From an optimization exercise on the open Yosys and OpenROAD flow, aimed at small area, a short achievable clock period and few clock cycles; shortcuts taken in it are not production practice. In this exercise RTL edits were held to simulation tests only and were not proved equivalent to the original.

alpha:
## muldiv_unit
module muldiv_unit (
    input               clk,
    input               resetn,
    input               req_valid,
    output              req_ready,
    input       [2:0]   req_op,      
    input       [31:0]  req_a,
    input       [31:0]  req_b,
    input       [31:0]  req_hi,      
    input       [31:0]  req_lo,
    output              resp_valid,
    output      [31:0]  resp_hi,
    output      [31:0]  resp_lo
);
==> flow/config.mk <==
export PLATFORM = sky130hd
export DESIGN_NAME = muldiv_unit
export DESIGN_NICKNAME = muldiv_unit
export VERILOG_FILES = /design/flow/design.v
export SDC_FILE = /design/flow/constraint.sdc
export NUM_CORES = 8
export LEC_CHECK = 0
export CAP_MARGIN = 20
export CORE_MARGIN = 2
export CORE_UTILIZATION = 40
export SLEW_MARGIN = 20
export SYNTH_HIERARCHICAL = 1
export SYNTH_MINIMUM_KEEP_SIZE = 0
==> flow/constraint.sdc <==
create_clock -name core_clock -period 20.0 [get_ports {clk}]
set_input_delay 4.0000 -clock core_clock [delete_from_list [all_inputs] [get_ports {clk}]]
set_output_delay 4.0000 -clock core_clock [all_outputs]
set_load 0.01 [all_outputs]
standard.sh (not shown) runs the stock make flow with config.mk's settings and CLKGATE_MAP_FILE= SYNTH_SCRIPT=/design/flow/synth_recipe.tcl, a recipe that flattens the netlist after the stock synthesis.
==> flow/flow/run.sh <==
#!/bin/bash
# The standard layout (standard.sh) with two changes to how it is made:
#  - ORFS's setup repair is asked to leave a larger slack margin: the design's
#    20 ns clock leaves every path with slack, so without a margin the repair
#    never works on the critical paths;
#  - the port buffers that placement inserts on every input and output are
#    plain buffers (buf_4) rather than the slow delay cells it picks by itself.
set -euo pipefail
MARGIN=12.5
PORTBUF=sky130_fd_sc_hd__buf_4
sed "s|\"\${@:-finish}\"|SETUP_SLACK_MARGIN=$MARGIN 'BUFFER_PORTS_ARGS=-buffer_cell $PORTBUF' \"\${@:-finish}\"|" standard.sh > standard_mod.sh
grep -q "SETUP_SLACK_MARGIN=$MARGIN" standard_mod.sh
bash standard_mod.sh > layout.log 2>&1
Testbench counts of alpha, summed over its fixed seeds: cycles 5,243.
Setup changes, alpha to beta
-- flow/flow/run.sh --
<<< alpha, line 8
set -euo pipefail
MARGIN=12.5
PORTBUF=sky130_fd_sc_hd__buf_4
>>> beta, line 8
set -euo pipefail
MARGIN=13
PORTBUF=sky130_fd_sc_hd__buf_4
-- flow/config.mk --
<<< alpha, line 9
export CORE_MARGIN = 2
export CORE_UTILIZATION = 40
export SLEW_MARGIN = 20
>>> beta, line 9
export CORE_MARGIN = 2
export CORE_UTILIZATION = 55
export PLACE_DENSITY = 0.75
export SLEW_MARGIN = 20
- Diff beta..alpha | number of sinks handled by clock tree synthesis | unchanged
- Summary of the comparison: met1 routed wirelength after detailed routing is lower in beta, relative to alpha.
- Against alpha, beta reports a clock buffer count in the final layout that is lower.
- Diff alpha -> beta: number of resized instances in the post-cts repair step now larger; routed length per instance went up about 2%.
The following lists how gamma was set up differently from beta:
-- flow/config.mk --
<<< beta, line 9
export CORE_MARGIN = 2
export CORE_UTILIZATION = 55
export PLACE_DENSITY = 0.75
export SLEW_MARGIN = 20
>>> gamma, line 9
export CORE_MARGIN = 2
export CORE_UTILIZATION = 40
export SLEW_MARGIN = 20
Notes after the runs:
- | relative slew slack | gamma vs beta | better |
- The routed wire length number comes out higher for gamma vs beta.
- The post-CTS setup-driven buffer insertion count reported for gamma is greater than that of beta by 18.
- gamma was carried through to the last stage, and its layout satisfied the timing, DRC and antenna checks.
> inputs changed (gamma -> delta)
==> flow/flow/run.sh <==
#!/bin/bash
# The standard layout (standard.sh), with ORFS's setup repair asked to leave a
# larger slack margin: the design's 20 ns clock leaves every path with slack,
# so without a margin the repair never works on the critical paths.
set -euo pipefail
MARGIN=13
sed "s|\"\${@:-finish}\"|SETUP_SLACK_MARGIN=$MARGIN \"\${@:-finish}\"|" standard.sh > standard_margin.sh
grep -q "SETUP_SLACK_MARGIN=$MARGIN" standard_margin.sh
bash standard_margin.sh > layout.log 2>&1
Findings:
Taking gamma as the reference, in delta final standard cell area without fillers climbed 320 µm²; count of hold-fix buffers inserted at cts barely changed.

==> port drivers added, routing unchanged <==
The results above use ideal ports. As a check the final layouts listed here were re-extracted and re-timed, cells and wires unchanged.
Step 1 (the two cells are an assumption about what drives the block):
set clk [get_ports {clk}]
set_driving_cell -lib_cell sky130_fd_sc_hd__clkbuf_16 $clk
set_driving_cell -lib_cell sky130_fd_sc_hd__buf_2 [delete_from_list [all_inputs] $clk]
Step 2 also shifts input and output timing later by t, the mid clock arrival at the registers, as if the neighbouring blocks saw the same clock.
a / b / c = no drivers / after step 1 / after step 2; a / b = the first two.
run | shift t [ns] | setup WS [ns] | clock arrival spread, ns | slew at the worst register clock pin (ns) | worst slew at a driven data input, ns
alpha | 0.752 | 12.527 / 12.527 / 12.527 | 0.039 / 0.039 | 0.07 / 0.07 | 0.23
beta | 0.742 | 12.888 / 12.888 / 12.888 | 0.033 / 0.033 | 0.07 / 0.07 | 0.35
gamma | 0.772 | 13.023 / 13.023 / 13.023 | 0.033 / 0.033 | 0.07 / 0.07 | 0.24
delta | 0.768 | 13.068 / 13.033 / 12.959 | 0.037 / 0.036 | 0.08 / 0.08 | 0.23
After both steps every run listed still meets setup and hold. The setup slack of delta, which loses most, moves by -0.035 ns with the drivers and by -0.109 ns with both steps.
